Background: an optimization exercise with open tools, aiming at a short achievable clock period and few clock cycles. Do not read the settings as production practice. Function was checked by simulation only, so behaviour that the tests miss may differ from the original. No activity file was given, so power comes from the tool's default toggle rates.

### flow/design.v
module cpu (
    input             clk,
    input             reset,
    output     [31:0] iaddr,
    input      [31:0] idata,
    output     [31:0] daddr,
    input      [31:0] drdata,
    output     [31:0] dwdata,
    output     [3:0]  dwe
);
    parameter LATE = 1;              
    parameter DRED = 1;              
    localparam BI = 5;               
    localparam BT = 7;               
    localparam BW = 12;              
    localparam BN = 1 << BI;
    reg         rst_q;               
    reg  [29:0] pc_f;                
    reg         d_v;
    reg  [31:0] d_ir;
    reg  [29:0] d_pc, d_pc4, d_pnpc;
    reg         d_pt, d_hit;
    reg  [1:0]  d_ctr;
    reg         e_v;
    reg  [31:0] e_a, e_b, e_g, e_aimm;    
    reg  [9:0]  e_aluop;
    reg  [29:0] e_tgt, e_pc4, e_pc, e_pnpc;
    reg         e_pt, e_br, e_jal, e_jalr, e_load, e_store, e_rw;
    reg  [2:0]  e_f3;
    reg  [4:0]  e_rd;
    reg         e_hit;
    reg  [1:0]  e_ctr;
    reg         m_v;
    reg  [31:0] m_res;
    reg         m_rw, m_load;
    reg  [4:0]  m_rd;
    reg  [3:0]  m_b0sel, m_sgnsel;
    reg         m_h1l1, m_h1l3, m_upl;
    reg         m_upd, m_taken, m_hit;
    reg  [1:0]  m_ctr;
    reg  [29:0] m_pc, m_tgt;
    reg         m_redir;
    reg  [29:0] m_pc4;
    reg         m_jalr;
    reg  [31:0] daddr_r, dwdata_r;
    reg  [3:0]  dwe_r;
    reg         w_v, w_rw;
    reg  [4:0]  w_rd;
    reg  [31:0] w_res;
    reg  [BN-1:0] btb_v;
    reg  [BT-1:0] btb_tag [0:BN-1];
    reg  [BW-1:0] btb_tgt [0:BN-1];
    reg  [1:0]    btb_ctr [0:BN-1];
    assign iaddr  = {pc_f, 2'b00};
    assign daddr  = daddr_r;
    assign dwdata = dwdata_r;
    assign dwe    = dwe_r;
    wire        stall;
    wire [31:0] e_y;                 
    wire [31:0] m_wb;                
    wire        redirect;            
    wire [29:0] rpc;
    wire        d_redir;             
    reg  [31:0] d_timm;              
    wire [31:0] d_tgt;               
    reg         d_back;              
    always @(posedge clk) rst_q <= reset;
    wire [BI-1:0] f_idx  = pc_f[BI-1:0];
    wire          f_hit  = btb_v[f_idx] && btb_tag[f_idx] == pc_f[BI+BT-1:BI];
    wire [1:0]    f_ctr  = btb_ctr[f_idx];
    wire          f_pt   = f_hit && f_ctr[1];
    wire [29:0]   f_pc4  = pc_f + 30'd1;
    wire [29:0]   f_pnpc = f_pt ? {pc_f[29:BW], btb_tgt[f_idx]} : f_pc4;
    always @(posedge clk) begin
        if (reset)         pc_f <= 30'd0;
        else if (redirect) pc_f <= rpc;
        else if (d_redir)  pc_f <= d_tgt[31:2];
        else if (!stall)   pc_f <= f_pnpc;
    end
    wire          f_isjal = idata[6:0] == 7'b1101111;
    wire          f_isbr  = idata[6:0] == 7'b1100011;
    wire [31:0]   f_timm  = f_isjal ? {{11{idata[31]}}, idata[31], idata[19:12], idata[20], idata[30:21], 1'b0} :
                            f_isbr  ? {{19{idata[31]}}, idata[31], idata[7], idata[30:25], idata[11:8], 1'b0} :
                                      {idata[31:12], 12'd0};
    always @(posedge clk) begin
        if (reset || redirect || d_redir) d_v <= 1'b0;
        else if (!stall)                  d_v <= 1'b1;
        if (!stall) begin
            d_ir   <= idata;
            d_pc   <= pc_f;
            d_pc4  <= f_pc4;
            d_pnpc <= f_pnpc;
            d_pt   <= f_pt;
            d_hit  <= f_hit;
            d_ctr  <= f_ctr;
            d_timm <= f_timm;
            d_back <= f_isjal || (f_isbr && idata[31]);
        end
    end
    wire        is_lui, is_auipc, is_jal, is_jalr, is_br, is_load, is_store, is_opimm, is_op;
    wire        uses_rs1, uses_rs2, d_rw;
    wire [9:0]  d_aluop;
    wire [31:0] imm_i, imm_s, imm_b, imm_u, imm_j;
    decoder dec (
        .instr(d_ir),
        .is_lui(is_lui), .is_auipc(is_auipc), .is_jal(is_jal), .is_jalr(is_jalr),
        .is_br(is_br), .is_load(is_load), .is_store(is_store),
        .is_opimm(is_opimm), .is_op(is_op),
        .uses_rs1(uses_rs1), .uses_rs2(uses_rs2), .regwrite(d_rw),
        .aluop(d_aluop),
        .imm_i(imm_i), .imm_s(imm_s), .imm_b(imm_b), .imm_u(imm_u), .imm_j(imm_j)
    );
    wire [4:0] d_rs1 = d_ir[19:15];
    wire [4:0] d_rs2 = d_ir[24:20];
    wire [4:0] d_rd  = d_ir[11:7];
    wire        w_we = w_v && w_rw;
    wire [31:0] rf1, rf2;
    regfile rf (
        .clk(clk), .rs1(d_rs1), .rs2(d_rs2), .rd(w_rd), .we(w_we), .wdata(w_res),
        .rv1(rf1), .rv2(rf2)
    );
    wire [31:0] d_rv1 = (w_we && w_rd == d_rs1 && d_rs1 != 5'd0) ? w_res : rf1;
    wire [31:0] d_rv2 = (w_we && w_rd == d_rs2 && d_rs2 != 5'd0) ? w_res : rf2;
    wire d_fa_m = e_v && e_rw && e_rd != 5'd0 && e_rd == d_rs1;
    wire d_fa_w = m_v && m_rw && m_rd != 5'd0 && m_rd == d_rs1;
    wire d_fb_m = e_v && e_rw && e_rd != 5'd0 && e_rd == d_rs2;
    wire d_fb_w = m_v && m_rw && m_rd != 5'd0 && m_rd == d_rs2;
    wire [31:0] d_v1 = d_fa_m ? e_y : d_fa_w ? m_wb : d_rv1;
    wire [31:0] d_v2 = d_fb_m ? e_y : d_fb_w ? m_wb : d_rv2;
    assign stall = d_v && e_v && e_load && e_rd != 5'd0 &&
                   ((uses_rs1 && d_rs1 == e_rd) || (uses_rs2 && d_rs2 == e_rd));
    assign d_tgt   = {d_pc, 2'b00} + d_timm;
    assign d_redir = (DRED != 0) && d_v && !d_pt && !stall && d_back;
    wire        d_bsrc_reg = is_op | is_br | is_store;
    wire        d_zero_a = is_lui | is_auipc | is_jal | is_jalr;
    wire [31:0] d_bconst = is_opimm ? imm_i :
                           is_lui   ? imm_u :
                           is_auipc ? d_tgt : {d_pc4, 2'b00};
    always @(posedge clk) begin
        if (rst_q || redirect || stall) e_v <= 1'b0;
        else                            e_v <= d_v;
        e_a      <= d_zero_a ? 32'd0 : d_v1;
        e_g      <= d_v1;
        e_b      <= d_bsrc_reg ? d_v2 : d_bconst;
        e_aimm   <= is_store ? imm_s : imm_i;
        e_aluop  <= d_aluop;
        e_tgt    <= d_tgt[31:2];
        e_pc4    <= d_pc4;
        e_pc     <= d_pc;
        e_pnpc   <= d_redir ? d_tgt[31:2] : d_pnpc;
        e_pt     <= d_pt | d_redir;
        e_br     <= is_br;
        e_jal    <= is_jal;
        e_jalr   <= is_jalr;
        e_load   <= is_load;
        e_store  <= is_store;
        e_rw     <= d_rw;
        e_f3     <= d_ir[14:12];
        e_rd     <= d_rd;
        e_hit    <= d_hit;
        e_ctr    <= d_ctr;
    end
    wire [31:0] A = e_a;
    wire [31:0] B = e_b;
    wire [31:0] G = e_g;
    wire eq  = A == B;
    wire lt  = $signed(A) < $signed(B);
    wire ltu = A < B;
    alu32 alu (.op(e_aluop), .a(A), .b(B), .lt(lt), .ltu(ltu), .y(e_y));
    wire [31:0] e_agen = G + e_aimm;
    wire e_cond  = e_f3[2] ? ((e_f3[1] ? ltu : lt) ^ e_f3[0]) : (eq ^ e_f3[0]);
    wire e_taken = e_jal || (e_br && e_cond);
    wire e_tok   = e_pt && e_pnpc == e_tgt;
    wire e_mis   = e_v && (e_jalr || (e_taken ? !e_tok : e_pt));
    wire [29:0] e_rpc = e_jalr ? e_agen[31:2] : e_taken ? e_tgt : e_pc4;
    wire e_kill = (LATE != 0) && m_redir;
    assign redirect = (LATE != 0) ? m_redir : e_mis;
    wire [29:0] m_rpc = m_jalr ? daddr_r[31:2] : m_taken ? m_tgt : m_pc4;
    assign rpc      = (LATE != 0) ? m_rpc   : e_rpc;
    wire [1:0] ea = e_agen[1:0];
    wire lb = e_f3[1:0] == 2'b00;
    wire lh = e_f3[1:0] == 2'b01 && !ea[0];
    wire lw = !lb && !lh;
    wire [1:0] l0lane = lw ? 2'd0 : lh ? {ea[1], 1'b0} : ea;
    wire [1:0] sglane = lh ? {ea[1], 1'b1} : ea;
    always @(posedge clk) begin
        if (rst_q) m_v <= 1'b0;
        else       m_v <= e_v && !e_kill;
        if (rst_q) m_redir <= 1'b0;
        else       m_redir <= e_mis && !e_kill;
        m_pc4    <= e_pc4;
        m_jalr   <= e_jalr;
        m_res    <= e_y;
        m_rw     <= e_rw;
        m_rd     <= e_rd;
        m_load   <= e_load;
        m_b0sel  <= 4'b0001 << l0lane;
        m_sgnsel <= (!e_f3[2] && (lh || lb)) ? (4'b0001 << sglane) : 4'b0000;
        m_h1l1   <= lw || (lh && !ea[1]);
        m_h1l3   <= lh && ea[1];
        m_upl    <= lw;
        m_upd    <= e_br || e_jal;
        m_taken  <= e_taken;
        m_hit    <= e_hit;
        m_ctr    <= e_ctr;
        m_pc     <= e_pc;
        m_tgt    <= e_tgt;
        daddr_r  <= e_agen;
        dwdata_r <= (e_f3[1:0] == 2'b00) ? {4{B[7:0]}} :
                    (e_f3[1:0] == 2'b01) ? {2{B[15:0]}} : B;
        if (rst_q || !(e_v && e_store) || e_kill) dwe_r <= 4'b0000;
        else if (e_f3 == 3'b000)                  dwe_r <= 4'b0001 << ea;
        else if (e_f3 == 3'b001 && !ea[0])        dwe_r <= ea[1] ? 4'b1100 : 4'b0011;
        else if (e_f3 == 3'b010 && ea == 2'b00)   dwe_r <= 4'b1111;
        else                                      dwe_r <= 4'b0000;
    end
    wire [7:0] ob0 = ({8{m_b0sel[0]}} & drdata[7:0])   | ({8{m_b0sel[1]}} & drdata[15:8]) |
                     ({8{m_b0sel[2]}} & drdata[23:16]) | ({8{m_b0sel[3]}} & drdata[31:24]);
    wire       sgn = |(m_sgnsel & {drdata[31], drdata[23], drdata[15], drdata[7]});
    wire [7:0] ob1 = m_h1l1 ? drdata[15:8] : m_h1l3 ? drdata[31:24] : {8{sgn}};
    wire [15:0] ohi = m_upl ? drdata[31:16] : {16{sgn}};
    wire [31:0] m_ld = {ohi, ob1, ob0};
    assign m_wb = m_load ? m_ld : m_res;
    always @(posedge clk) begin
        if (rst_q) w_v <= 1'b0;
        else       w_v <= m_v;
        w_rw  <= m_rw;
        w_rd  <= m_rd;
        w_res <= m_wb;
    end
    wire [BI-1:0] u_idx = m_pc[BI-1:0];
    always @(posedge clk) begin
        if (rst_q) btb_v <= {BN{1'b0}};
        else if (m_v && m_upd && m_taken) btb_v[u_idx] <= 1'b1;
        if (m_v && m_upd) begin
            if (m_taken) begin
                btb_tag[u_idx] <= m_pc[BI+BT-1:BI];
                btb_tgt[u_idx] <= m_tgt[BW-1:0];
                btb_ctr[u_idx] <= !m_hit ? 2'b10 : (m_ctr == 2'b11) ? 2'b11 : m_ctr + 2'd1;
            end else if (m_hit) begin
                btb_ctr[u_idx] <= (m_ctr == 2'b00) ? 2'b00 : m_ctr - 2'd1;
            end
        end
    end
endmodule
module decoder(
    input  [31:0] instr,
    output        is_lui, is_auipc, is_jal, is_jalr, is_br, is_load, is_store,
    output        is_opimm, is_op,
    output        uses_rs1, uses_rs2,
    output        regwrite,
    output [9:0]  aluop,        
    output [31:0] imm_i, imm_s, imm_b, imm_u, imm_j
);
    wire [6:0] opc = instr[6:0];
    wire [2:0] f3  = instr[14:12];
    assign is_lui   = opc == 7'b0110111;
    assign is_auipc = opc == 7'b0010111;
    assign is_jal   = opc == 7'b1101111;
    assign is_jalr  = opc == 7'b1100111;
    assign is_br    = opc == 7'b1100011;
    assign is_load  = opc == 7'b0000011;
    assign is_store = opc == 7'b0100011;
    assign is_opimm = opc == 7'b0010011;
    assign is_op    = opc == 7'b0110011;
    assign uses_rs1 = is_jalr | is_br | is_load | is_store | is_opimm | is_op;
    assign uses_rs2 = is_br | is_store | is_op;
    assign regwrite = is_lui | is_auipc | is_jal | is_jalr | is_load | is_opimm | is_op;
    wire alu  = is_op | is_opimm;
    wire i30  = instr[30];
    assign aluop[0] = ~alu | (f3 == 3'b000 & ~(is_op & i30));
    assign aluop[1] = alu & f3 == 3'b000 & is_op & i30;
    assign aluop[2] = alu & f3 == 3'b001;
    assign aluop[3] = alu & f3 == 3'b010;
    assign aluop[4] = alu & f3 == 3'b011;
    assign aluop[5] = alu & f3 == 3'b100;
    assign aluop[6] = alu & f3 == 3'b101 & ~i30;
    assign aluop[7] = alu & f3 == 3'b101 & i30;
    assign aluop[8] = alu & f3 == 3'b110;
    assign aluop[9] = alu & f3 == 3'b111;
    assign imm_i = {{20{instr[31]}}, instr[31:20]};
    assign imm_s = {{20{instr[31]}}, instr[31:25], instr[11:7]};
    assign imm_b = {{19{instr[31]}}, instr[31], instr[7], instr[30:25], instr[11:8], 1'b0};
    assign imm_u = {instr[31:12], 12'd0};
    assign imm_j = {{11{instr[31]}}, instr[31], instr[19:12], instr[20], instr[30:21], 1'b0};
endmodule
module alu32(
    input  [9:0]  op,
    input  [31:0] a,
    input  [31:0] b,
    input         lt,       
    input         ltu,      
    output [31:0] y
);
    wire        sub = op[1];
    wire [31:0] sum = a + (sub ? ~b : b) + {31'd0, sub};
    wire [4:0]  sh  = b[4:0];
    wire [31:0] sl  = a << sh;
    wire [31:0] sr  = a >> sh;
    wire [31:0] sra = $signed(a) >>> sh;
    assign y = ({32{op[0] | op[1]}} & sum)
             | ({32{op[2]}} & sl)
             | ({32{op[3]}} & {31'd0, lt})
             | ({32{op[4]}} & {31'd0, ltu})
             | ({32{op[5]}} & (a ^ b))
             | ({32{op[6]}} & sr)
             | ({32{op[7]}} & sra)
             | ({32{op[8]}} & (a | b))
             | ({32{op[9]}} & (a & b));
endmodule
module regfile(
    input         clk,
    input  [4:0]  rs1,
    input  [4:0]  rs2,
    input  [4:0]  rd,
    input         we,
    input  [31:0] wdata,
    output [31:0] rv1,
    output [31:0] rv2
);
    reg [31:0] reg_arr [1:31];
    assign rv1 = (rs1 == 5'd0) ? 32'd0 : reg_arr[rs1];
    assign rv2 = (rs2 == 5'd0) ? 32'd0 : reg_arr[rs2];
    always @(posedge clk)
        if (we && rd != 5'd0)
            reg_arr[rd] <= wdata;
endmodule
### flow/flow/run.sh
#!/bin/bash
set -uo pipefail
cd "$(dirname "$0")/.."
EXTRA=$(cat flow/extra_vars.txt)
bash standard.sh $EXTRA finish > flow_make.log 2>&1
status=$?
echo "standard.sh exit $status" >> flow_make.log
exit $status
### flow/flow/extra_vars.txt
SETUP_SLACK_MARGIN=9
### flow/standard.sh
#!/bin/bash
# synth_recipe.tcl (not shown) runs the flow's synth.tcl, then flattens the netlist and writes it again
# the make line also repeats each setting of config.mk as NAME=value (left out here)
make -C /OpenROAD-flow-scripts/flow DESIGN_CONFIG=/design/flow/config.mk WORK_HOME=/design/flow/orfs CLKGATE_MAP_FILE= SYNTH_SCRIPT=/design/flow/synth_recipe.tcl "${@:-finish}"
### flow/config.mk
export PLATFORM = sky130hd
export DESIGN_NAME = cpu
export DESIGN_NICKNAME = cpu
export VERILOG_FILES = /design/flow/design.v
export SDC_FILE = /design/flow/constraint.sdc
export NUM_CORES = 4
export LEC_CHECK = 0
export CAP_MARGIN = 20
export CORE_MARGIN = 2
export CORE_UTILIZATION = 55
export SETUP_SLACK_MARGIN = 5
export SLEW_MARGIN = 20
### flow/constraint.sdc
create_clock -name core_clock -period 12.0 [get_ports {clk}]
set_input_delay 2.4000 -clock core_clock [delete_from_list [all_inputs] [get_ports {clk}]]
set_output_delay 2.4000 -clock core_clock [all_outputs]
set_load 0.01 [all_outputs]
==> results.json, run 1 <==
{
  "status": "finished clean",
  "die_area_um2": 200300,
  "wl_mm": 378.0,
  "root_buffer": "clkbuf_16",
  "antenna_left": 0,
  "grt_max_degree": 62,
  "p_clk_share_pct": 38.1,
  "final_util_pct": 67.49,
  "path_clk_slew_ns": 0.06,
  "setup_viol_count_final": 0,
  "h-tree-depth": 4,
  "vias": 72294,
  "ios": 166,
  "synth_async_sr_flop_share_pct": 0,
  "powerDensity_nw_per_um2": 151.9,
  "die_x_um": 447.5,
  "synth_top_family_by_area": "multiplexers",
  "hp-start": "e_ctr[0]",
  "grt_use_total_pct": 37.35,
  "synth_cells": 7135,
  "p_int_w": 0.01484,
  "dpl.hpwl_mm": 222.2,
  "final_area_um2": 131700,
  "yosysWarningCount": 2,
  "cp.arrival_ns": 1.46,
  "clock_skew_ns": 0.04878,
  "min_period_ns": 3.858,
  "r2r_cells": 15,
  "synth_edf_count": 1821,
  "regToRegEndpoint": "pc_f[8]",
  "endpoint_kind": "output port",
  "power_frac_seq_pct": 48.2,
  "cp-start-kind": "flop",
  "tightest_slew_ns": 1.156,
  "numCtsBuffers": 238,
  "final_common_cell": "edfxtp_1",
  "yosysSeqAreaShare_pct": 60.82,
  "grt_pass1_wl_mm": 522.7,
  "whs_path_depth": 0,
  "critPathKind": "reg -> out",
  "post_drt_wl_per_cell_um": 35.72,
  "drtPass1Iterations": 6,
  "min_to": "m_ctr[0]",
  "synthMuxAreaShare_pct": 19.42,
  "drv_slew": 0,
  "power.leakage_nw": 46.34,
  "cts_num_sinks": 2376,
  "synthesis.area_um2": 108200,
  "die_h_um": 447.5,
  "rrSetupSlack_ns": 8.17,
  "grt_overflow_total": 0,
  "num_rows": 162,
  "required_ns": 9.60,
  "coreArea_um2": 195200,
  "max_freq_mhz": 259.2,
  "first_global_vias": 69245,
  "drt-initial-drc-count": 10198,
  "antenna_found_initial": 14,
  "yosys_register_bits": 2376,
  "area_growth_pct": 21.77,
  "dpl_cell_area_um2": 113700,
  "comb_power_share_pct": 13.7,
  "rsz0062_at_grt": "yes",
  "yosys.area_share.simple_pct": 5.828,
  "clk_latency_ns": 0.89,
  "initial_core_util_pct": 55.42,
  "hold_ws_ns": 0.3262,
  "place.gp.congestion": 0.9714,
  "cts_tree": "done",
  "irDropWorstVdd_mv": 0.1786,
  "hold_violations": 0,
  "p_sw_w": 0.005166,
  "switching_share_pct": 25.82,
  "cp_max_fo": 2,
  "layout_common_cells": "edfxtp_1, mux4_2, buf_4, nor2_1, dfxtp_1",
  "final_nets": 8009,
  "vias_per_cell": 6.830,
  "crit_start": "pc_f[9]",
  "synth_cell_types": 89,
  "cts.path.max_buffers": 3,
  "period_share_pct": 32.15,
  "drive_gt1_share_pct": 34.94,
  "maxCapViolCount": 0,
  "setup_tns_ns": 0,
  "synth-compound-area-share_pct": 7.493,
  "synthAdderAreaFrac_pct": 2.309,
  "slew_headroom_pct": 22.81,
  "drcViolationCount": 0,
  "holdCritPathClass": "reg -> reg",
  "portBuffers": 163,
  "synthXorXnorAreaFrac_pct": 1.781,
  "syn_area_per_cell_um2": 15.16,
  "synth_flop_cell": "edfxtp_1"
}
layer usage:
metal	GRT usage, %	part of all wire, %	wire (µm)
met1	52.45	39	146700
met2	56.08	45	170800
met3	7.863	10	39440
met4	17.87	5.6	21090
met5	0	0.0082	31
stage by stage:
stage	power, W	worst slack [ns]	std cells
after global routing	0.02052	8.088	10579
after CTS	0.01985	8.094	10471
after floorplan	0.01090	7.982	7136
after detailed placement	0.01184	6.664	9638
final	0.02000	8.142	10585
after global placement	0.01182	6.688	9638
area by class of cell:
cell class	count	area, µm²
repair buffers	836	9796
clock inverters	137	1495
inverters	158	641.9
clock buffers	311	6449
flip-flops and latches	2376	66210
multi-input cells	4132	43780
repair inverters	4	61.31
fillers	13535	63470
diodes	7	17.52
well taps	2624	3283
synth_stat cells, types with 27 or more instances:
| master | instances | share of area [%] |
|---|---|---|
| a21oi_1 | 337 | 1.6 |
| mux4_2 | 792 | 16 |
| dfxtp_1 | 555 | 10 |
| buf_2 | 56 | 0.26 |
| nor2b_1 | 54 | 0.31 |
| buf_1 | 96 | 0.33 |
| o21ai_0 | 211 | 0.98 |
| edfxtp_1 | 1821 | 51 |
| mux2_2 | 66 | 0.69 |
| xnor2_1 | 109 | 0.88 |
| clkbuf_1 | 303 | 1.1 |
| ha_1 | 194 | 2.2 |
| a22oi_1 | 50 | 0.35 |
| nand4_1 | 28 | 0.16 |
| a211oi_1 | 155 | 1.1 |
| o22ai_1 | 28 | 0.16 |
| a31oi_1 | 45 | 0.26 |
| nand3_1 | 79 | 0.37 |
| a221oi_1 | 45 | 0.36 |
| inv_1 | 152 | 0.53 |
| and2_1 | 38 | 0.22 |
| nor3_1 | 71 | 0.33 |
| nand2b_1 | 38 | 0.22 |
| nor2_1 | 502 | 1.7 |
| and3_1 | 42 | 0.24 |
| mux2i_1 | 241 | 2.2 |
| a21o_1 | 84 | 0.58 |
| o21a_1 | 27 | 0.19 |
| xor2_1 | 111 | 0.90 |
| o211ai_1 | 40 | 0.28 |
| nand2_1 | 401 | 1.4 |
power by group through the flow:
stage                     sequential [W]  clock (W)  combinational, W
after floorplan                  0.00964          0           0.00125
after global placement           0.00980          0           0.00202
after detailed placement         0.00981          0           0.00203
after CTS                        0.00961    0.00768           0.00256
after global routing             0.00964    0.00801           0.00287
final                            0.00964    0.00762           0.00275
worst max path at each step:
| stage | to | slack [ns] | depth (start not counted) |
|---|---|---|---|
| 2_1_floorplan | e_a[18] | 7.98 | 9 |
| 3_3_place_gp | pc_f[8] | 6.69 | 12 |
| 3_5_place_dp | pc_f[8] | 6.66 | 13 |
| 4_1_cts | iaddr[11] | 8.09 | 2 |
| 5_1_grt | pc_f[8] | 8.09 | 14 |
| 6_report | iaddr[11] | 8.14 | 2 |
critical path, stage by stage (launching register included):
cell     delay, ns
dfxtp_2       0.32
buf_8         0.13
buf_6         0.12
cells by family (layout without fill, tap and decap cells):
family	after synthesis	count (layout)
flops	2376	2376
simple gates	1379	1381
compound gates	1231	1231
mux	1100	1100
buf+inv	630	1446
xor+xnor	220	220
fa+ha+maj	198	198
other cells	1	9
what timing repair did:
item                                    4_1_cts  5_1_grt
hold buffers                                  0        0
buffers inserted                            326       99
gates cloned                                 59        7
resized for setup                          1369      296
pin swaps                                   183      151
endpoints found under the setup margin      822      445
registers in the layout, summed over array words and instances, names as in the netlist, 32 cells and up, named ones only:
register    cells
rf.reg_arr    992
w_res          32
dwdata_r       32
btb_tag       224
btb_tgt       384
e_g            32
btb_v          32
e_a            32
btb_ctr        64
d_ir           32
daddr_r        32
m_res          32
e_b            32
Testbench counts, summed over its fixed seeds: cycles 126,231.
==> run 2: changes to the inputs <==
--- a/flow/design.v
+++ b/flow/design.v
@@ -9,5 +9,5 @@
     output     [3:0]  dwe
 );
-    parameter LATE = 1;              
+    parameter LATE = 0;              
     parameter DRED = 1;              
     localparam BI = 5;               
==> results.json, run 2 <==
{
  "status": "finished clean",
  "grtUsageMet2_pct": 56.24,
  "setup_viol_count_final": 0,
  "power.leakage_nw": 46.52,
  "critPathKind": "reg -> reg",
  "place.gp.congestion": 1.025,
  "synth_cells": 7109,
  "drtPass1Iterations": 6,
  "pre_cts_ws_ns": 6.370,
  "finalPower_w": 0.01960,
  "clk_latency_ns": 0.90,
  "setup_tns_ns": 0,
  "required_ns": 12.75,
  "grt_overflow_total": 0,
  "cts_num_sinks": 2326,
  "maxCapViolCount": 0,
  "die_x_um": 446.4,
  "hold_violations": 0,
  "place_inst": 9513,
  "grt_util_met1_pct": 53.91,
  "area_growth_pct": 23.06,
  "synthesis.area_um2": 107600,
  "synth.most_common_cell": "edfxtp_1",
  "cp.arrival_ns": 4.69,
  "yosysSeqAreaShare_pct": 60.20,
  "layout_common_cells": "edfxtp_1, mux4_2, nor2_1, buf_4, nand2_1",
  "yosys_register_bits": 2326,
  "wl_mm": 390.6,
  "final_common_cell": "edfxtp_1",
  "first_global_vias": 70094,
  "synth_async_sr_flop_share_pct": 0,
  "dpl.hpwl_mm": 226.8,
  "nFillCells": 13254,
  "ctsHoldBuffers": 0,
  "finalWorstSetupSlack_ns": 8.059,
  "cp-start-kind": "flop",
  "drcViolationCount": 0,
  "tightest_slew_ns": 1.286,
  "yosysWarningCount": 2,
  "powerDensity_nw_per_um2": 148.0,
  "multiInputGateArea_um2": 45430,
  "die_h_um": 446.4,
  "ios": 166,
  "cts_tree": "done",
  "portBuffers": 163,
  "top_usage_layer": "met2",
  "cp_max_fo": 5,
  "h-tree-depth": 4,
  "period_share_pct": 32.84,
  "synth_edf_count": 1821,
  "largest_reg_flops": 992,
  "clock_skew_ns": 0.07412,
  "drt-initial-drc-count": 10412,
  "post_drt_wl_per_cell_um": 37.23,
  "holdCritPathClass": "reg -> reg",
  "coreArea_um2": 194600,
  "synth_cell_types": 94,
  "max_freq_mhz": 253.7,
  "antenna_found_initial": 14,
  "synth.area.top_cells": "edfxtp_1, mux4_2, dfxtp_1",
  "grt_use_total_pct": 38.82,
  "initial_core_util_pct": 55.31,
  "grt_max_degree": 85,
  "final_nets": 8008,
  "rsz0062_at_grt": "yes",
  "slew_headroom_pct": 13.21,
  "synth.top_cell.area_share_pct": 50.81,
  "vias_per_cell": 6.961,
  "reg.largest.list": "rf.reg_arr (992), btb_tgt (384), btb_tag (224)",
  "synth_top_area_cell": "edfxtp_1",
  "fin_cells": 10492,
  "min_period_ns": 3.941,
  "numCtsBuffers": 236,
  "rrSetupSlack_ns": 8.06,
  "path_clk_slew_ns": 0.06,
  "die_area_um2": 199200,
  "final-seq-area_um2": 65190,
  "syn_area_per_cell_um2": 15.14,
  "drive_gt1_share_pct": 37.14,
  "drv_slew": 0,
  "vias": 73036,
  "num_rows": 162,
  "antenna_left": 0,
  "synth_commonest_cells": "edfxtp_1, mux4_2, nor2_1",
  "met3_usage_pct": 9.062,
  "endpoint_kind": "flop",
  "top_register": "rf.reg_arr",
  "grt_pass1_wl_mm": 538.9,
  "root_buffer": "clkbuf_16",
  "irDropWorstVdd_mv": 0.1325,
  "synth_flop_cell": "edfxtp_1",
  "cts.path.max_buffers": 3
}
run 2: cell types whose count changed in the layout (fill, tap and decap cells not counted), moves of 17 or more:
cell,before,now
dfxtp_1,385,344
ha_1,179,139
buf_12,59,86
ha_4,7,34
a21oi_1,263,239
buf_2,14,37
buf_4,414,391
mux2_2,42,62
a21oi_4,18,37
clkinv_2,37,56
and3_1,39,21
mux2i_1,212,194
o32ai_2,0,17
run 2: worst max-delay path, cell delays in order (launching register included):
cell and delay, ns:
dfxtp_2 0.32, buf_6 0.15, inv_1 0.09, ha_4 0.26
nor4_4 0.40, nand4_1 0.23, nand2_2 0.15, o41ai_4 0.10
or3_4 0.35, nand3_2 0.08, or3b_4 0.41, buf_12 0.15
mux2i_4 0.18, or2_4 0.31, buf_6 0.14, buf_6 0.11
buf_12 0.14, o32ai_4 0.25
run 2: routing by layer:
metal / routed length (µm) / part of all wire [%] / vias up
met3: 43200 / 11 / 1108
met4: 27600 / 7.1 / 10
met2: 170800 / 44 / 4762
met1: 149000 / 38 / 37717
li1: - / - / 29439
met5: 61 / 0.016 / -
run 2: timing repair:
action / in CTS / in global routing
resized for setup: 1560 / 330
pin swaps: 185 / 174
setup buffers: 357 / 109
setup endpoints to repair: 605 / 451
cloned: 59 / 10
run 2: layout make-up:
cell class                      instances  share of cell area [%]
Antenna cell                            5                0.009447
Clock buffer                          293                   4.749
Clock inverter                        145                   1.010
Inverter                              156                  0.4969
Multi-Input combinational cell       4151                   34.30
Sequential cell                      2326                   49.22
Tap cell                             2542                   2.401
Timing Repair Buffer                  872                   7.785
Timing Repair inverter                  2                 0.01889
run 2: path summary, 6_finish.rpt:
path                                end     from  cells past startpoint
worst min-delay path            m_pc[4]  e_pc[4]                      0
worst max-delay path            pc_f[8]  e_a[16]                     17
worst max register to register  pc_f[8]  e_a[16]                     17
worst min register to register  m_pc[4]  e_pc[4]                      0
run 2: cells by family after synthesis:
family,Yosys count,share of synthesized area [%]
fa+ha+maj,198,2.321
other cells,1,0.003484
compound gates,1212,7.499
mux,1124,19.86
buf+inv,636,2.429
simple gates,1388,5.857
xor+xnor,224,1.823
flops,2326,60.20
run 2: power by group:
group | internal (W) | switching [W]
registers | 0.00904 | 0.000437
logic | 0.00123 | 0.00157
clock network | 0.00410 | 0.00321
total | 0.0144 | 0.00522
run 2: stage by stage:
stage          cell area (µm²)  utilization (%)  hold slack (ns)
2_1_floorplan           108500                -           0.3096
3_3_place_gp            112800            57.96           0.3105
3_5_place_dp            112800            57.98           0.3121
4_1_cts                 129700            66.66           0.3261
5_1_grt                 132400            68.06           0.3360
6_report                132400            68.06           0.3220
Testbench counts of run 2, summed over its fixed seeds: cycles 124,474.
==> run 3: changes to the inputs <==
--- a/flow/config.mk
+++ b/flow/config.mk
@@ -8,5 +8,7 @@
 export CAP_MARGIN = 20
 export CORE_MARGIN = 2
-export CORE_UTILIZATION = 55
+export CORE_UTILIZATION = 60
+export CTS_CLUSTER_DIAMETER = 120
+export CTS_CLUSTER_SIZE = 24
 export SETUP_SLACK_MARGIN = 5
 export SLEW_MARGIN = 20
==> results.json, run 3 <==
{
  "clk_latency_ns": 0.85,
  "synth_edf_count": 1821,
  "endpoint_kind": "flop",
  "setup_viol_count_final": 0,
  "largest_reg_flops": 992,
  "ctsHoldBuffers": 0,
  "vias": 72643,
  "drv_slew": 0,
  "cp-start-kind": "flop",
  "numCtsBuffers": 107,
  "synth_commonest_cells": "edfxtp_1, mux4_2, nor2_1",
  "yosysSeqAreaShare_pct": 60.20,
  "die_h_um": 427.5,
  "root_buffer": "clkbuf_16",
  "synth_top_area_cell": "edfxtp_1",
  "portBuffers": 163,
  "path_clk_slew_ns": 0.11,
  "drtPass1Iterations": 6,
  "final_nets": 7832,
  "antenna_found_initial": 14,
  "tightest_slew_ns": 1.142,
  "dpl.hpwl_mm": 221.6,
  "final_common_cell": "edfxtp_1",
  "yosysWarningCount": 2,
  "first_global_vias": 68867,
  "die_x_um": 427.5,
  "synth.top_cell.area_share_pct": 50.81,
  "nFillCells": 11690,
  "crit_buf_inv": 3,
  "clock_skew_ns": 0.07488,
  "drive_gt1_share_pct": 34.48,
  "setup_tns_ns": 0,
  "rsz0062_at_grt": "yes",
  "final_area_um2": 126900,
  "cp.arrival_ns": 4.58,
  "synth_flop_cell": "edfxtp_1",
  "status": "finished clean",
  "required_ns": 12.72,
  "cp_top_family": "simple AND/OR/NAND/NOR gates",
  "synthesis.area_um2": 107600,
  "cts.path.max_buffers": 3,
  "yosys_register_bits": 2326,
  "syn_area_per_cell_um2": 15.14,
  "maxCapViolCount": 0,
  "grt_pass1_wl_mm": 524.6,
  "top_register": "rf.reg_arr",
  "layout_common_cells": "edfxtp_1, mux4_2, nor2_1, buf_4, nand2_1",
  "synth_cell_types": 94,
  "initial_core_util_pct": 60.32,
  "num_rows": 155,
  "max_freq_mhz": 259.1,
  "synth_async_sr_flop_share_pct": 0,
  "irDropWorstVdd_mv": 0.1375,
  "antenna_left": 0,
  "cts_tree": "done",
  "cpPeakStageDelay_ns": 0.52,
  "synth_cells": 7109,
  "coreArea_um2": 178400,
  "critPathKind": "reg -> reg",
  "synth.most_common_cell": "edfxtp_1",
  "power.leakage_nw": 43.82,
  "powerDensity_nw_per_um2": 130.0,
  "drcViolationCount": 0,
  "post_drt_wl_per_cell_um": 37.96,
  "vias_per_cell": 7.257,
  "grt_overflow_total": 0,
  "area_growth_pct": 17.89,
  "slowest_stage": "dfxtp_4",
  "grt_use_total_pct": 41.18,
  "drt-initial-drc-count": 11347,
  "min_period_ns": 3.859,
  "cp_cell_sequence": "clkinv_4, ha_1, nand4b_1, a21oi_2, o41ai_2, nand4_1, nand3_1, or3b_4, buf_12, mux2i_4, or2_4, buf_12, o32ai_2",
  "synth.area.top_cells": "edfxtp_1, mux4_2, dfxtp_1",
  "holdCritPathClass": "reg -> reg",
  "rrSetupSlack_ns": 8.14,
  "grt_max_degree": 92,
  "period_share_pct": 32.16,
  "slew_headroom_pct": 23.76,
  "path_common_cell": "buf_12",
  "cts_num_sinks": 2326,
  "place.gp.congestion": 1.049,
  "wl_mm": 380.0,
  "hold_violations": 0,
  "dpl_cell_area_um2": 112600,
  "reg.largest.list": "rf.reg_arr (992), btb_tgt (384), btb_tag (224)",
  "die_area_um2": 182800,
  "cp_max_fo": 20,
  "ios": 166,
  "h-tree-depth": 3
}
run 3: where the power goes:
part	switching (W)	leakage [nW]	internal, W
registers	0.000429	21.3	0.00903
clock network	0.00257	1.49	0.00172
logic	0.00155	21.0	0.00121
run 3: area by class of cell:
type,instances,area (µm²),share of cell area [%]
clock buffer,181,2965,2.337
sequential,2326,65170,51.37
inverter,156,676.9,0.5335
tap,2355,2947,2.322
timing repair buffer,826,9701,7.646
multi-input combinational,4152,45200,35.62
clock inverter,10,201.4,0.1588
antenna,4,10.01,0.007890
run 3: stage by stage:
| step | setup slack, ns | cells | hold slack, ns | power (W) | utilization, % |
|---|---|---|---|---|---|
| after global placement | 6.784 | 9320 | 0.3124 | 0.01163 | 63.12 |
| after CTS | 8.192 | 9870 | 0.3312 | 0.01625 | 69.57 |
| after floorplan | 8.262 | 7110 | 0.3096 | 0.01071 | - |
| after detailed placement | 6.757 | 9321 | 0.3121 | 0.01165 | 63.14 |
| after global routing | 8.120 | 10006 | 0.3366 | 0.01690 | 71.10 |
| final | 8.141 | 10010 | 0.3380 | 0.01650 | 71.11 |
run 3: kinds of logic after synthesis:
family | Yosys count | share of synthesized area (%)
flip-flops | 2326 | 60.20
AND/OR/NAND/NOR | 1388 | 5.857
AO/OA/AOI/OAI | 1212 | 7.499
multiplexers | 1124 | 19.86
buffers and inverters | 636 | 2.429
XOR/XNOR | 224 | 1.823
adder cells (fa/ha/maj) | 198 | 2.321
other | 1 | 0.003484
run 3: final timing paths:
path         startpoint       end  cells past startpoint
max reg2reg      e_b[4]  pc_f[11]                     13
min               e_hit     m_hit                      0
max              e_b[4]  pc_f[11]                     13
min reg2reg       e_hit     m_hit                      0
run 3: layer usage:
layer  wire length, µm  up-vias  track usage (%)
li1                  -    28926                -
met5                80        -                0
met1            137200    37213            57.18
met3             48760     1163            10.45
met2            165700     5329            59.42
met4             28270       12            24.29
run 3: worst register-to-register path: cells and delay by family (launching register included):
family	cells	cell delay [ns]
AOI/OAI and AO/OA	3	0.76
adders and majority gates	1	0.40
buffers and inverters	3	0.65
DFF	1	0.52
muxes	1	0.19
and+or+nand+nor	5	1.28
run 3: repair_timing:
item                                    in CTS  in global routing
resized for setup                         1503                316
cloned                                      57                  8
buffers inserted                           301                128
pin swaps                                  162                148
endpoints found under the setup margin     733                483
==> run 4: changes to the inputs <==
--- a/flow/design.v
+++ b/flow/design.v
@@ -24,4 +24,5 @@
     reg         e_v;
     reg  [31:0] e_a, e_b, e_g, e_aimm;    
+    reg  [31:0] e_ca, e_cb;          
     reg  [9:0]  e_aluop;
     reg  [29:0] e_tgt, e_pc4, e_pc, e_pnpc;
@@ -74,7 +75,5 @@
     always @(posedge clk) begin
         if (reset)         pc_f <= 30'd0;
-        else if (redirect) pc_f <= rpc;
-        else if (d_redir)  pc_f <= d_tgt[31:2];
-        else if (!stall)   pc_f <= f_pnpc;
+        else               pc_f <= e_taken ? nx_t : nx_n;
     end
     wire          f_isjal = idata[6:0] == 7'b1101111;
@@ -131,4 +130,5 @@
                    ((uses_rs1 && d_rs1 == e_rd) || (uses_rs2 && d_rs2 == e_rd));
     assign d_tgt   = {d_pc, 2'b00} + d_timm;
+    wire [31:0] d_auipc = {d_pc[29:10] + d_timm[31:12], d_pc[9:0], 2'b00};
     assign d_redir = (DRED != 0) && d_v && !d_pt && !stall && d_back;
     wire        d_bsrc_reg = is_op | is_br | is_store;
@@ -136,5 +136,5 @@
     wire [31:0] d_bconst = is_opimm ? imm_i :
                            is_lui   ? imm_u :
-                           is_auipc ? d_tgt : {d_pc4, 2'b00};
+                           is_auipc ? d_auipc : {d_pc4, 2'b00};
     always @(posedge clk) begin
         if (rst_q || redirect || stall) e_v <= 1'b0;
@@ -142,4 +142,6 @@
         e_a      <= d_zero_a ? 32'd0 : d_v1;
         e_g      <= d_v1;
+        e_ca     <= is_br ? d_v1 : 32'd0;
+        e_cb     <= is_br ? d_v2 : 32'd0;
         e_b      <= d_bsrc_reg ? d_v2 : d_bconst;
         e_aimm   <= is_store ? imm_s : imm_i;
@@ -169,9 +171,17 @@
     alu32 alu (.op(e_aluop), .a(A), .b(B), .lt(lt), .ltu(ltu), .y(e_y));
     wire [31:0] e_agen = G + e_aimm;
-    wire e_cond  = e_f3[2] ? ((e_f3[1] ? ltu : lt) ^ e_f3[0]) : (eq ^ e_f3[0]);
+    wire c_eq  = e_ca == e_cb;
+    wire c_lt  = $signed(e_ca) < $signed(e_cb);
+    wire c_ltu = e_ca < e_cb;
+    wire e_cond  = e_f3[2] ? ((e_f3[1] ? c_ltu : c_lt) ^ e_f3[0]) : (c_eq ^ e_f3[0]);
     wire e_taken = e_jal || (e_br && e_cond);
     wire e_tok   = e_pt && e_pnpc == e_tgt;
     wire e_mis   = e_v && (e_jalr || (e_taken ? !e_tok : e_pt));
     wire [29:0] e_rpc = e_jalr ? e_agen[31:2] : e_taken ? e_tgt : e_pc4;
+    wire [29:0] nx_nrm = d_redir ? d_tgt[31:2] : stall ? pc_f : f_pnpc;
+    wire        mis_t  = e_v && !e_tok;
+    wire        mis_n  = e_v && (e_jalr || e_pt);
+    wire [29:0] nx_t   = mis_t ? e_tgt : nx_nrm;
+    wire [29:0] nx_n   = !mis_n ? nx_nrm : e_jalr ? e_agen[31:2] : e_pc4;
     wire e_kill = (LATE != 0) && m_redir;
     assign redirect = (LATE != 0) ? m_redir : e_mis;
==> results.json, run 4 <==
{
  "status": "finished clean",
  "maxCapViolCount": 0,
  "endpoint_kind": "output port",
  "slew_headroom_pct": 18.37,
  "numCtsBuffers": 109,
  "fin_cells": 10486,
  "cts_num_sinks": 2384,
  "area_growth_pct": 17.16,
  "clk_latency_ns": 0.85,
  "cts_tree": "done",
  "grt_use_total_pct": 40.93,
  "setup_viol_count_final": 0,
  "grt_pass1_wl_mm": 536.7,
  "wl_mm": 389.3,
  "ctsHoldBuffers": 0,
  "synthMuxAreaShare_pct": 18.78,
  "synthXorXnorAreaFrac_pct": 1.843,
  "post_drt_wl_per_cell_um": 37.13,
  "layout_common_cells": "edfxtp_1, mux4_2, nor2_1, dfxtp_1, buf_4",
  "yosysWarningCount": 2,
  "num_rows": 157,
  "top_register": "rf.reg_arr",
  "drive_gt1_share_pct": 32.47,
  "synth_flop_cell": "edfxtp_1",
  "synth_top_area_cell": "edfxtp_1",
  "grt_overflow_total": 0,
  "top_usage_layer": "met2",
  "cp-start-kind": "flop",
  "drt-initial-drc-count": 11694,
  "largest_reg_flops": 992,
  "max_freq_mhz": 251.6,
  "nFillCells": 11967,
  "synthAdderAreaFrac_pct": 2.646,
  "antenna_left": 0,
  "path_clk_slew_ns": 0.10,
  "synth.top_cell.area_share_pct": 49.56,
  "cts.path.max_buffers": 3,
  "place.gp.congestion": 0.9791,
  "final_common_cell": "edfxtp_1",
  "place_inst": 9790,
  "period_share_pct": 33.12,
  "final_nets": 8232,
  "min_period_ns": 3.975,
  "synth_commonest_cells": "edfxtp_1, mux4_2, dfxtp_1",
  "synthesis.area_um2": 110300,
  "irDropWorstVdd_mv": 0.1411,
  "powerDensity_nw_per_um2": 130.7,
  "die_h_um": 432.7,
  "clock_skew_ns": 0.06717,
  "portBuffers": 163,
  "synth_cell_types": 95,
  "vias": 75115,
  "reg.largest.list": "rf.reg_arr (992), btb_tgt (384), btb_tag (224)",
  "synth_edf_count": 1820,
  "synth_top_family_by_area": "multiplexers",
  "h-tree-depth": 3,
  "die_x_um": 432.7,
  "tightest_slew_ns": 1.221,
  "drv_slew": 0,
  "synth-compound-area-share_pct": 8.147,
  "critPathKind": "reg -> out",
  "grtUsageMet2_pct": 62.53,
  "grt_util_met1_pct": 55.49,
  "synth_async_sr_flop_share_pct": 0,
  "drtPass1Iterations": 6,
  "power.leakage_nw": 44.94,
  "met3_usage_pct": 8.184,
  "initial_core_util_pct": 60.30,
  "coreArea_um2": 182900,
  "cp.arrival_ns": 1.57,
  "setup_tns_ns": 0,
  "drcViolationCount": 0,
  "yosys.area_share.simple_pct": 6.143,
  "rsz0062_at_grt": "yes",
  "required_ns": 9.60,
  "yosys_register_bits": 2384,
  "hold_ws_ns": 0.3229,
  "grt_max_degree": 104,
  "synth_cells": 7494,
  "synth.most_common_cell": "edfxtp_1",
  "antenna_found_initial": 15,
  "vias_per_cell": 7.163,
  "cp_max_fo": 4,
  "yosysSeqAreaShare_pct": 59.80,
  "die_area_um2": 187200,
  "dpl.hpwl_mm": 230.9,
  "synth.area.top_cells": "edfxtp_1, mux4_2, dfxtp_1",
  "syn_area_per_cell_um2": 14.71,
  "hold_violations": 0,
  "ios": 166,
  "root_buffer": "clkbuf_16",
  "holdCritPathClass": "reg -> reg",
  "first_global_vias": 71674
}
## run 4: power breakdown
part           switching [W]  leakage [nW]  internal [W]
Combinational        0.00160          21.8       0.00122
Sequential          0.000455          21.7       0.00926
Clock                0.00260          1.49       0.00174
## run 4: critical path, cell delays in order, from the launching register on
cell and delay, ns:
dfxtp_4 0.47, buf_12 0.15, buf_12 0.12
## run 4: routing by layer
| layer | vias up | wire length (µm) |
|---|---|---|
| met2 | 5428 | 178400 |
| met3 | 1184 | 45250 |
| met4 | 10 | 26260 |
| met5 | - | 77 |
| li1 | 30168 | - |
| met1 | 38325 | 139300 |
## run 4: logic make-up after synthesis
logic type      count (synthesis)
other cells                     1
simple gates                 1480
fa+ha+maj                     231
buf+inv                       732
mux                          1077
compound gates               1357
xor+xnor                      232
flops                        2384
## run 4: area by class of cell
class                   instances  area [µm²]  area share, %
flip-flops and latches       2384       66230          51.27
multi-input cells            4380       45840          35.48
repair buffers                830        9975          7.721
well taps                    2464        3083          2.386
clock buffers                 182        3023          2.340
inverters                     230       897.1         0.6944
clock inverters                 7       111.4        0.08619
diodes                          8       20.02        0.01550
repair inverters                1       8.758       0.006779
## run 4: final timing paths
check | slack, ns | cells past startpoint | startpoint | endpoint
worst max-delay path | 8.03 | 2 | pc_f[0] | iaddr[2]
worst min-delay path | 0.32 | 0 | e_pc[1] | m_pc[1]
worst max register to register | 8.10 | 14 | pc_f[0] | pc_f[0]
worst min register to register | 0.32 | 0 | e_pc[1] | m_pc[1]
## run 4: what timing repair did
action,CTS,global route
setup buffers,300,120
endpoints found under the setup margin,798,606
resized for setup,1346,354
pin swaps,211,185
cloned,67,11
## run 4: stage by stage
stage	total power, W	util, %	cell area, µm²	worst slack, ns
CTS	0.01661	69.09	126400	8.002
floorplan	0.01103	-	111200	8.068
detailed placement	0.01203	63.11	115400	6.555
global placement	0.01201	63.10	115400	6.545
finish	0.01689	70.64	129200	8.025
global route	0.01728	70.63	129200	8.017
Testbench counts of run 4, summed over its fixed seeds: cycles 124,474.
==> run 5: changes to the inputs <==
--- a/flow/config.mk
+++ b/flow/config.mk
@@ -8,7 +8,5 @@
 export CAP_MARGIN = 20
 export CORE_MARGIN = 2
-export CORE_UTILIZATION = 60
-export CTS_CLUSTER_DIAMETER = 120
-export CTS_CLUSTER_SIZE = 24
+export CORE_UTILIZATION = 55
 export SETUP_SLACK_MARGIN = 5
 export SLEW_MARGIN = 20
==> results.json, run 5 <==
{
  "min_period_ns": 4.013,
  "final-seq-area_um2": 66230,
  "synth_cell_types": 95,
  "numCtsBuffers": 239,
  "power.leakage_nw": 47.50,
  "layout_common_cells": "edfxtp_1, mux4_2, nor2_1, dfxtp_1, buf_4",
  "post_drt_wl_per_cell_um": 36.26,
  "final_nets": 8398,
  "num_rows": 164,
  "max_freq_mhz": 249.2,
  "grt_max_degree": 94,
  "reg2reg_from": "pc_f[1]",
  "slowest_stage": "dfxtp_4",
  "tightest_slew_ns": 1.186,
  "powerDensity_nw_per_um2": 149.8,
  "drtPass1Iterations": 6,
  "synth.top_cell.area_share_pct": 49.56,
  "required_ns": 9.60,
  "synth_flop_cell": "edfxtp_1",
  "drt-initial-drc-count": 10082,
  "synthesis.area_um2": 110300,
  "min_to": "m_ctr[1]",
  "cp_cell_sequence": "buf_16, buf_6",
  "synth_edf_count": 1820,
  "syn_area_per_cell_um2": 14.71,
  "cpPeakStageDelay_ns": 0.44,
  "clock_skew_ns": 0.04795,
  "yosys_register_bits": 2384,
  "yosysWarningCount": 2,
  "area_growth_pct": 22.16,
  "cp-start-kind": "flop",
  "largest_reg_flops": 992,
  "first_global_vias": 72805,
  "drive_gt1_share_pct": 34.46,
  "crit_buf_inv": 2,
  "dpl.hpwl_mm": 236.6,
  "die_h_um": 451.8,
  "rsz0062_at_grt": "yes",
  "ctsHoldBuffers": 0,
  "multiInputGateArea_um2": 46090,
  "cp.arrival_ns": 1.61,
  "coreArea_um2": 199500,
  "grt_pass1_wl_mm": 552.5,
  "cts_num_sinks": 2384,
  "setup_tns_ns": 0,
  "die_area_um2": 204100,
  "antenna_found_initial": 13,
  "wl_mm": 397.8,
  "synth.area.top_cells": "edfxtp_1, mux4_2, dfxtp_1",
  "cp_top_family": "flip-flops",
  "synth_commonest_cells": "edfxtp_1, mux4_2, dfxtp_1",
  "final_common_cell": "edfxtp_1",
  "synth.most_common_cell": "edfxtp_1",
  "synth_top_area_cell": "edfxtp_1",
  "cts.path.max_buffers": 3,
  "antenna_left": 0,
  "cts_tree": "done",
  "h-tree-depth": 4,
  "reg.largest.list": "rf.reg_arr (992), btb_tgt (384), btb_tag (224)",
  "portBuffers": 163,
  "top_register": "rf.reg_arr",
  "setup_viol_count_final": 0,
  "finalWorstSetupSlack_ns": 7.987,
  "rrSetupSlack_ns": 8.10,
  "initial_core_util_pct": 55.29,
  "finalPower_w": 0.02018,
  "die_x_um": 451.8,
  "pre_cts_ws_ns": 6.168,
  "synth_cells": 7494,
  "hold_violations": 0,
  "yosysSeqAreaShare_pct": 59.80,
  "vias_per_cell": 6.844,
  "status": "finished clean",
  "maxCapViolCount": 0,
  "nFillCells": 13830,
  "endpoint_kind": "output port",
  "ios": 166,
  "critPathKind": "reg -> out",
  "whs_path_depth": 0,
  "clk_latency_ns": 0.91,
  "irDropWorstVdd_mv": 0.1527,
  "regToRegEndpoint": "pc_f[6]",
  "root_buffer": "clkbuf_16",
  "place.gp.congestion": 0.9870,
  "grt_overflow_total": 0,
  "grt_use_total_pct": 38.52,
  "r2r_cells": 13,
  "cp_max_fo": 4,
  "drcViolationCount": 0,
  "period_share_pct": 33.44,
  "hp-start": "e_ctr[1]",
  "path_clk_slew_ns": 0.06,
  "synth_async_sr_flop_share_pct": 0,
  "drv_slew": 0,
  "vias": 75087,
  "holdCritPathClass": "reg -> reg",
  "slew_headroom_pct": 20.45
}
run 5: cell types whose count changed in the layout (fill, tap and decap cells not counted), sizes merged, moves of 5 or more:
cell	previous run	this run
buf	737	769
bufinv	0	20
clkbuf	196	315
clkinv	6	106
clkinvlp	1	15
inv	231	236
run 5: kinds of logic (layout without fill, tap and decap cells):
group | count (synthesis) | after routing | share of synthesized area [%]
compound gates | 1357 | 1358 | 8.147
xor+xnor | 232 | 232 | 1.843
fa+ha+maj | 231 | 231 | 2.646
buf+inv | 732 | 1543 | 2.638
flops | 2384 | 2384 | 59.80
mux | 1077 | 1077 | 18.78
other cells | 1 | 9 | 0.003401
simple gates | 1480 | 1481 | 6.143
run 5: power breakdown:
group | internal, W | switching (W) | total, W
registers | 0.00927 | 0.000418 | 0.00969
logic | 0.00128 | 0.00167 | 0.00295
clock network | 0.00425 | 0.00328 | 0.00754
run 5: worst reg2reg max path, delay by kind of cell (launching register included):
kind / cells / cell delay, ns
compound gates: 6 / 1.30
simple gates: 3 / 1.14
buf+inv: 2 / 0.29
flops: 1 / 0.44
xor+xnor: 1 / 0.10
mux: 1 / 0.49
run 5: repair_timing:
action | in CTS | in global routing
endpoints found under the setup margin | 631 | 547
setup buffers | 338 | 119
hold endpoints to repair | 0 | 0
resized for setup | 1365 | 387
pin swaps | 186 | 167
gates cloned | 59 | 7
run 5: how the worst max path moves through the flow:
| stage | start | to | slack (ns) | depth (start not counted) |
|---|---|---|---|---|
| 4_1_cts | pc_f[1] | iaddr[3] | 7.94 | 2 |
| 5_1_grt | pc_f[1] | iaddr[3] | 7.96 | 2 |
| 2_1_floorplan | drdata[23] | e_a[8] | 8.07 | 10 |
| 6_report | pc_f[1] | iaddr[3] | 7.99 | 2 |
| 3_3_place_gp | pc_f[1] | pc_f[7] | 6.19 | 13 |
| 3_5_place_dp | pc_f[1] | pc_f[7] | 6.17 | 13 |
run 5: per-layer routing:
metal  vias to the layer above  global-route usage, %  routed length [µm]
li1                      30634                      -                   -
met1                     38881                  52.66              149000
met2                      4614                  59.44              183400
met3                       952                  6.858               39660
met4                         6                  20.42               25690
met5                         -                      0                  40
run 5: final cells by class:
| cell class | instances | area share, % |
|---|---|---|
| diodes | 7 | 0.01300 |
| clock buffers | 300 | 4.809 |
| clock inverters | 147 | 1.043 |
| inverters | 230 | 0.6669 |
| multi-input cells | 4381 | 34.21 |
| flip-flops and latches | 2384 | 49.17 |
| well taps | 2656 | 2.467 |
| repair buffers | 866 | 7.618 |
run 5: metrics by stage:
stage	hold slack, ns	util (%)	cells	instance area (µm²)
4_1_cts	0.3304	66.12	10837	131900
3_5_place_dp	0.3138	58.00	9993	115700
3_3_place_gp	0.3131	57.99	9993	115700
5_1_grt	0.3389	67.53	10967	134700
6_report	0.3294	67.54	10971	134700
2_1_floorplan	0.3096	-	7495	111200
==> run 6: changes to the inputs <==
--- a/flow/design.v
+++ b/flow/design.v
@@ -68,7 +68,16 @@
     always @(posedge clk) rst_q <= reset;
     wire [BI-1:0] f_idx  = pc_f[BI-1:0];
-    wire          f_hit  = btb_v[f_idx] && btb_tag[f_idx] == pc_f[BI+BT-1:BI];
+    reg  [BN-1:0] f_sel;
+    reg  [BN-1:0] f_selt;
+    integer       fi;
+    always @(*) begin
+        for (fi = 0; fi < BN; fi = fi + 1) begin
+            f_sel[fi]  = btb_v[fi] && btb_tag[fi] == pc_f[BI+BT-1:BI] && f_idx == fi;
+            f_selt[fi] = f_sel[fi] && btb_ctr[fi][1];
+        end
+    end
+    wire          f_hit  = |f_sel;
     wire [1:0]    f_ctr  = btb_ctr[f_idx];
-    wire          f_pt   = f_hit && f_ctr[1];
+    wire          f_pt   = |f_selt;
     wire [29:0]   f_pc4  = pc_f + 30'd1;
     wire [29:0]   f_pnpc = f_pt ? {pc_f[29:BW], btb_tgt[f_idx]} : f_pc4;
==> results.json, run 6 <==
{
  "status": "finished clean",
  "finalPower_w": 0.02073,
  "yosysSeqAreaShare_pct": 58.94,
  "tightest_slew_ns": 1.220,
  "hold_ws_ns": 0.3247,
  "irDropWorstVdd_mv": 0.1725,
  "period_share_pct": 33.17,
  "synth_cells": 7839,
  "antenna_left": 0,
  "drcViolationCount": 0,
  "yosysWarningCount": 2,
  "setup_viol_count_final": 0,
  "cp-start-kind": "flop",
  "grt_overflow_total": 0,
  "final_nets": 8691,
  "min_period_ns": 3.980,
  "area_growth_pct": 22.41,
  "synth_flop_cell": "edfxtp_1",
  "drv_slew": 0,
  "slew_headroom_pct": 18.07,
  "top_register": "rf.reg_arr",
  "synth_async_sr_flop_share_pct": 0,
  "critPathKind": "reg -> out",
  "hold_violations": 0,
  "die_h_um": 455.0,
  "setup_tns_ns": 0,
  "cpPeakStageDelay_ns": 0.43,
  "vias_per_cell": 6.869,
  "drive_gt1_share_pct": 32.91,
  "powerDensity_nw_per_um2": 151.3,
  "die_area_um2": 207100,
  "antenna_found_initial": 18,
  "dpl.hpwl_mm": 238.2,
  "drt-initial-drc-count": 10991,
  "cp_cell_sequence": "buf_16, buf_6",
  "maxCapViolCount": 0,
  "regToRegEndpoint": "pc_f[1]",
  "synthesis.area_um2": 111900,
  "root_buffer": "clkbuf_16",
  "portBuffers": 163,
  "clock_skew_ns": 0.08170,
  "synth_edf_count": 1820,
  "final_util_pct": 67.77,
  "holdCritPathClass": "reg -> reg",
  "drtPass1Iterations": 6,
  "yosys_register_bits": 2384,
  "initial_core_util_pct": 55.36,
  "endpoint": "iaddr[4]",
  "first_global_vias": 75205,
  "r2r_cells": 20,
  "crit_start": "pc_f[2]",
  "cp_top_family": "flip-flops",
  "crit_buf_inv": 2,
  "synth_commonest_cells": "edfxtp_1, mux4_2, nor2_1",
  "pre_cts_ws_ns": 6.806,
  "reg2reg_from": "pc_f[2]",
  "clk_latency_ns": 0.93,
  "cp.depth": 2,
  "vias": 77529,
  "grt_max_degree": 66,
  "power.leakage_nw": 48.09,
  "num_rows": 165,
  "max_freq_mhz": 251.3,
  "die_x_um": 455.0,
  "grt_pass1_wl_mm": 568.6,
  "synth.most_common_cell": "edfxtp_1",
  "reg.largest.list": "rf.reg_arr (992), btb_tgt (384), btb_tag (224)",
  "final_common_cell": "edfxtp_1",
  "ios": 166,
  "post_drt_wl_per_cell_um": 36.47,
  "coreArea_um2": 202100,
  "numCtsBuffers": 239,
  "rrSetupSlack_ns": 8.18,
  "place.gp.congestion": 1.012,
  "endpoint_kind": "output port",
  "synth.top_cell.area_share_pct": 48.84,
  "required_ns": 9.60,
  "layout_common_cells": "edfxtp_1, mux4_2, nor2_1, dfxtp_1, nand2_1",
  "grt_use_total_pct": 39.24,
  "wl_mm": 411.6,
  "synth.area.top_cells": "edfxtp_1, mux4_2, dfxtp_1",
  "cts.path.max_buffers": 3,
  "largest_reg_flops": 992,
  "cts_tree": "done",
  "cp.arrival_ns": 1.58,
  "synth_top_area_cell": "edfxtp_1",
  "h-tree-depth": 4,
  "finalWorstSetupSlack_ns": 8.020,
  "slowest_stage": "dfxtp_4",
  "cts_num_sinks": 2384,
  "rsz0062_at_grt": "yes",
  "cp_max_fo": 2,
  "syn_area_per_cell_um2": 14.27,
  "synth_cell_types": 92,
  "path_clk_slew_ns": 0.06
}
[run 6: cell types whose count changed in the layout (fill, tap and decap cells not counted), sizes merged, moves of 24 or more]
| cell | previous run | this run |
|---|---|---|
| xnor2 | 128 | 252 |
| buf | 769 | 732 |
| nand2 | 393 | 437 |
| nor2 | 554 | 597 |
| a221o | 31 | 6 |
| mux4 | 786 | 742 |
| xor2 | 104 | 203 |
| mux2i | 217 | 241 |
| a211oi | 129 | 198 |
| a221oi | 76 | 23 |
| nand4 | 35 | 73 |
| mux2 | 74 | 38 |
| nand3 | 73 | 119 |
| a21o | 120 | 78 |
[run 6: layer usage]
layer	GRT usage, %	vias to the layer above	wire length (µm)
met5	0	-	64
met4	21.84	10	28200
met3	9.319	1152	46730
met2	59.17	5161	185000
met1	52.77	39658	151600
li1	-	31548	-
[run 6: power by group]
part           internal [W]  total (W)  leakage (nW)  switching [W]
combinational       0.00134    0.00321          22.5        0.00187
clock               0.00438    0.00773          3.97        0.00336
sequential          0.00932    0.00978          21.7       0.000469
total                0.0150     0.0207          48.1        0.00570
[run 6: layout make-up]
type                       instances  area (µm²)
antenna                           12       30.03
clock buffer                     309        6519
clock inverter                   145        1634
fill                           13910       65150
inverter                         212       839.6
multi-input combinational       4733       48290
sequential                      2384       66230
tap                             2672        3343
timing repair buffer             820       10080
[run 6: cell families (layout without fill, tap and decap cells)]
family / after synthesis / in the layout / share of synthesized area, %
adder cells (fa/ha/maj): 236 / 236 / 2.664
flip-flops: 2384 / 2384 / 58.94
multiplexers: 1021 / 1021 / 17.48
AO/OA/AOI/OAI: 1310 / 1311 / 7.539
AND/OR/NAND/NOR: 1705 / 1708 / 7.147
other: 1 / 14 / 0.003351
buffers and inverters: 727 / 1486 / 2.674
XOR/XNOR: 455 / 455 / 3.562
[run 6: worst reg2reg max path, stage by stage, from the launching register on]
cell and delay (ns):
dfxtp_4 0.39, buf_6 0.13, buf_6 0.10, buf_6 0.10
buf_6 0.10, buf_6 0.12, buf_12 0.14, buf_12 0.14
buf_6 0.12, nor3b_4 0.25, nand3_2 0.13, nor3_4 0.27
a222oi_1 0.19, and4_1 0.27, nand3_4 0.13, buf_16 0.16
buf_12 0.14, mux2_4 0.31, mux2_4 0.27, o21ai_2 0.12
o32ai_2 0.08
[run 6: metrics by stage]
step           cells  area, µm²
6_report       11287     137000
5_1_grt        11279     136900
3_5_place_dp   10319     117400
2_1_floorplan   7840     113100
4_1_cts        11156     134300
3_3_place_gp   10318     117400
[run 6: worst min-delay path by stage]
stage	from	endpoint	cells after the start
after floorplan	e_ctr[0]	m_ctr[0]	0
after global placement	e_pc[5]	m_pc[5]	0
after detailed placement	e_pc[9]	m_pc[9]	0
after CTS	e_pc[6]	m_pc[6]	0
after global routing	e_pc[8]	m_pc[8]	0
final	e_pc[6]	m_pc[6]	0
[run 6: what timing repair did]
action                                  4_1_cts  5_1_grt
setup buffers                               317      113
endpoints found under the setup margin      587      431
gates resized for setup                    1449      357
pin swaps                                   151      187
gates cloned                                 66        4
hold buffers                                  0        0
Testbench counts of run 6, summed over its fixed seeds: cycles 124,474.
==> run 7: changes to the inputs <==
--- a/flow/config.mk
+++ b/flow/config.mk
@@ -8,5 +8,7 @@
 export CAP_MARGIN = 20
 export CORE_MARGIN = 2
-export CORE_UTILIZATION = 55
+export CORE_UTILIZATION = 60
+export CTS_CLUSTER_DIAMETER = 120
+export CTS_CLUSTER_SIZE = 24
 export SETUP_SLACK_MARGIN = 5
 export SLEW_MARGIN = 20
==> results.json, run 7 <==
{
  "status": "finished clean",
  "synth_edf_count": 1820,
  "synth_flop_cell": "edfxtp_1",
  "clk_latency_ns": 0.85,
  "cp-start-kind": "flop",
  "p_int_w": 0.01245,
  "die_h_um": 435.8,
  "dpl.hpwl_mm": 234.1,
  "grt_max_degree": 90,
  "yosysSeqAreaShare_pct": 58.94,
  "grt_use_total_pct": 41.10,
  "required_ns": 9.60,
  "cts.path.max_buffers": 3,
  "comb_power_share_pct": 18.6,
  "holdCritPathClass": "reg -> reg",
  "post_drt_wl_per_cell_um": 36.61,
  "slowest_stage": "dfxtp_4",
  "synth_top_area_cell": "edfxtp_1",
  "antenna_left": 0,
  "min_period_ns": 3.888,
  "path_clk_slew_ns": 0.10,
  "grt_overflow_total": 0,
  "numCtsBuffers": 110,
  "ios": 166,
  "critPathKind": "reg -> out",
  "vias": 77341,
  "cp_cell_sequence": "buf_16, buf_6",
  "crit_buf_inv": 2,
  "cp_max_fo": 3,
  "h-tree-depth": 3,
  "coreArea_um2": 185400,
  "nFillCells": 12266,
  "maxCapViolCount": 0,
  "setup_viol_count_final": 0,
  "synth.most_common_cell": "edfxtp_1",
  "final_common_cell": "edfxtp_1",
  "vias_per_cell": 7.119,
  "cts_num_sinks": 2384,
  "max_freq_mhz": 257.2,
  "drv_slew": 0,
  "layout_common_cells": "edfxtp_1, mux4_2, nor2_1, nand2_1, dfxtp_1",
  "initial_core_util_pct": 60.34,
  "wl_mm": 397.7,
  "tightest_slew_ns": 1.192,
  "area_growth_pct": 17.85,
  "power.leakage_nw": 45.70,
  "p_sw_w": 0.004961,
  "p_clk_share_pct": 25.4,
  "drcViolationCount": 0,
  "syn_area_per_cell_um2": 14.27,
  "root_buffer": "clkbuf_16",
  "rsz0062_at_grt": "yes",
  "hold_ws_ns": 0.3313,
  "yosysWarningCount": 2,
  "die_x_um": 435.8,
  "ctsHoldBuffers": 0,
  "place.gp.congestion": 0.9977,
  "synth_cell_types": 92,
  "slew_headroom_pct": 20.37,
  "top_register": "rf.reg_arr",
  "endpoint_kind": "output port",
  "first_global_vias": 73800,
  "hold_violations": 0,
  "drive_gt1_share_pct": 31.67,
  "irDropWorstVdd_mv": 0.1764,
  "powerDensity_nw_per_um2": 132.0,
  "antenna_found_initial": 10,
  "setup_tns_ns": 0,
  "die_area_um2": 190000,
  "clock_skew_ns": 0.09584,
  "cp.arrival_ns": 1.49,
  "reg.largest.list": "rf.reg_arr (992), btb_tgt (384), btb_tag (224)",
  "synth.top_cell.area_share_pct": 48.84,
  "drtPass1Iterations": 6,
  "synth_async_sr_flop_share_pct": 0,
  "synthesis.area_um2": 111900,
  "switching_share_pct": 28.50,
  "synth.area.top_cells": "edfxtp_1, mux4_2, dfxtp_1",
  "portBuffers": 163,
  "yosys_register_bits": 2384,
  "num_rows": 158,
  "cpPeakStageDelay_ns": 0.40,
  "cp_top_family": "flip-flops",
  "synth_cells": 7839,
  "final_nets": 8587,
  "period_share_pct": 32.40,
  "drt-initial-drc-count": 11768,
  "largest_reg_flops": 992,
  "cts_tree": "done",
  "synth_commonest_cells": "edfxtp_1, mux4_2, nor2_1",
  "power_frac_seq_pct": 56.1,
  "grt_pass1_wl_mm": 553.1
}
[run 7: cell counts after synthesis]
No cell type changed its count.
[run 7: area by class of cell]
cell class                 count  area, µm²  share of cell area [%]
sequential                  2384      66260                   50.25
multi-input combinational   4733      48440                   36.74
timing repair buffer         844       9920                   7.522
tap                         2480       3103                   2.353
clock buffer                 196       3075                   2.332
inverter                     212      865.8                  0.6566
clock inverter                10      177.7                  0.1347
timing repair inverter         1      11.26                0.008539
antenna                        4      10.01                0.007591
[run 7: path summary, 6_finish.rpt]
kind / cells past startpoint / endpoint / slack, ns / from
worst max-delay path: 2 / iaddr[5] / 8.11 / pc_f[3]
worst min-delay path: 0 / m_ctr[0] / 0.33 / e_ctr[0]
worst min register to register: 0 / m_ctr[0] / 0.33 / e_ctr[0]
worst max register to register: 19 / pc_f[8] / 8.34 / pc_f[1]
[run 7: routing by layer]
layer | track usage [%] | vias to the layer above | wire (µm)
met3 | 8.679 | 1125 | 47340
met4 | 23.13 | 12 | 27540
met1 | 55.48 | 39399 | 142000
li1 | - | 31162 | -
met2 | 62.71 | 5643 | 180800
met5 | 0 | - | 73
[run 7: what timing repair did]
action / 4_1_cts / 5_1_grt
buffers inserted: 339 / 115
cloned: 59 / 4
endpoints found under the hold margin: 0 / 0
endpoints found under the setup margin: 559 / 470
gates resized for setup: 1557 / 329
pin swaps: 214 / 174
[run 7: power by group through the flow]
stage | Clock [W] | Combinational [W] | Sequential, W
2_1_floorplan | 0 | 0.00151 | 0.00975
3_3_place_gp | 0 | 0.00240 | 0.00993
3_5_place_dp | 0 | 0.00242 | 0.00995
4_1_cts | 0.00440 | 0.00297 | 0.00973
5_1_grt | 0.00469 | 0.00333 | 0.00979
6_report | 0.00442 | 0.00323 | 0.00976
[run 7: metrics by stage]
stage / worst slack [ns] / total power [W] / utilization, % / cell area [µm²] / instances
CTS: 8.092 / 0.01710 / 69.76 / 129300 / 10741
detailed placement: 6.630 / 0.01237 / 63.18 / 117200 / 10137
floorplan: 7.965 / 0.01126 / - / 113100 / 7840
global route: 8.112 / 0.01780 / 71.11 / 131900 / 10860
global placement: 6.463 / 0.01233 / 63.17 / 117100 / 10136
finish: 8.112 / 0.01741 / 71.11 / 131900 / 10864
[run 7: cell families after synthesis]
family                     after synthesis  synth area share, %
and+or+nand+nor                       1705                7.147
adders and majority gates              236                2.664
xor gates and xnor gates               455                3.562
buffers and inverters                  727                2.674
muxes                                 1021                17.48
DFF                                   2384                58.94
other                                    1             0.003351
AOI/OAI and AO/OA                     1310                7.539

Re-timed with assumed drivers on the ports (clkbuf_16 on the clock, buf_2 on other inputs), run 7 has 8.014 ns of setup slack against 8.112 ns with ideal ports, and 7.499 ns once port delays also move by the mid clock arrival of 0.894 ns.
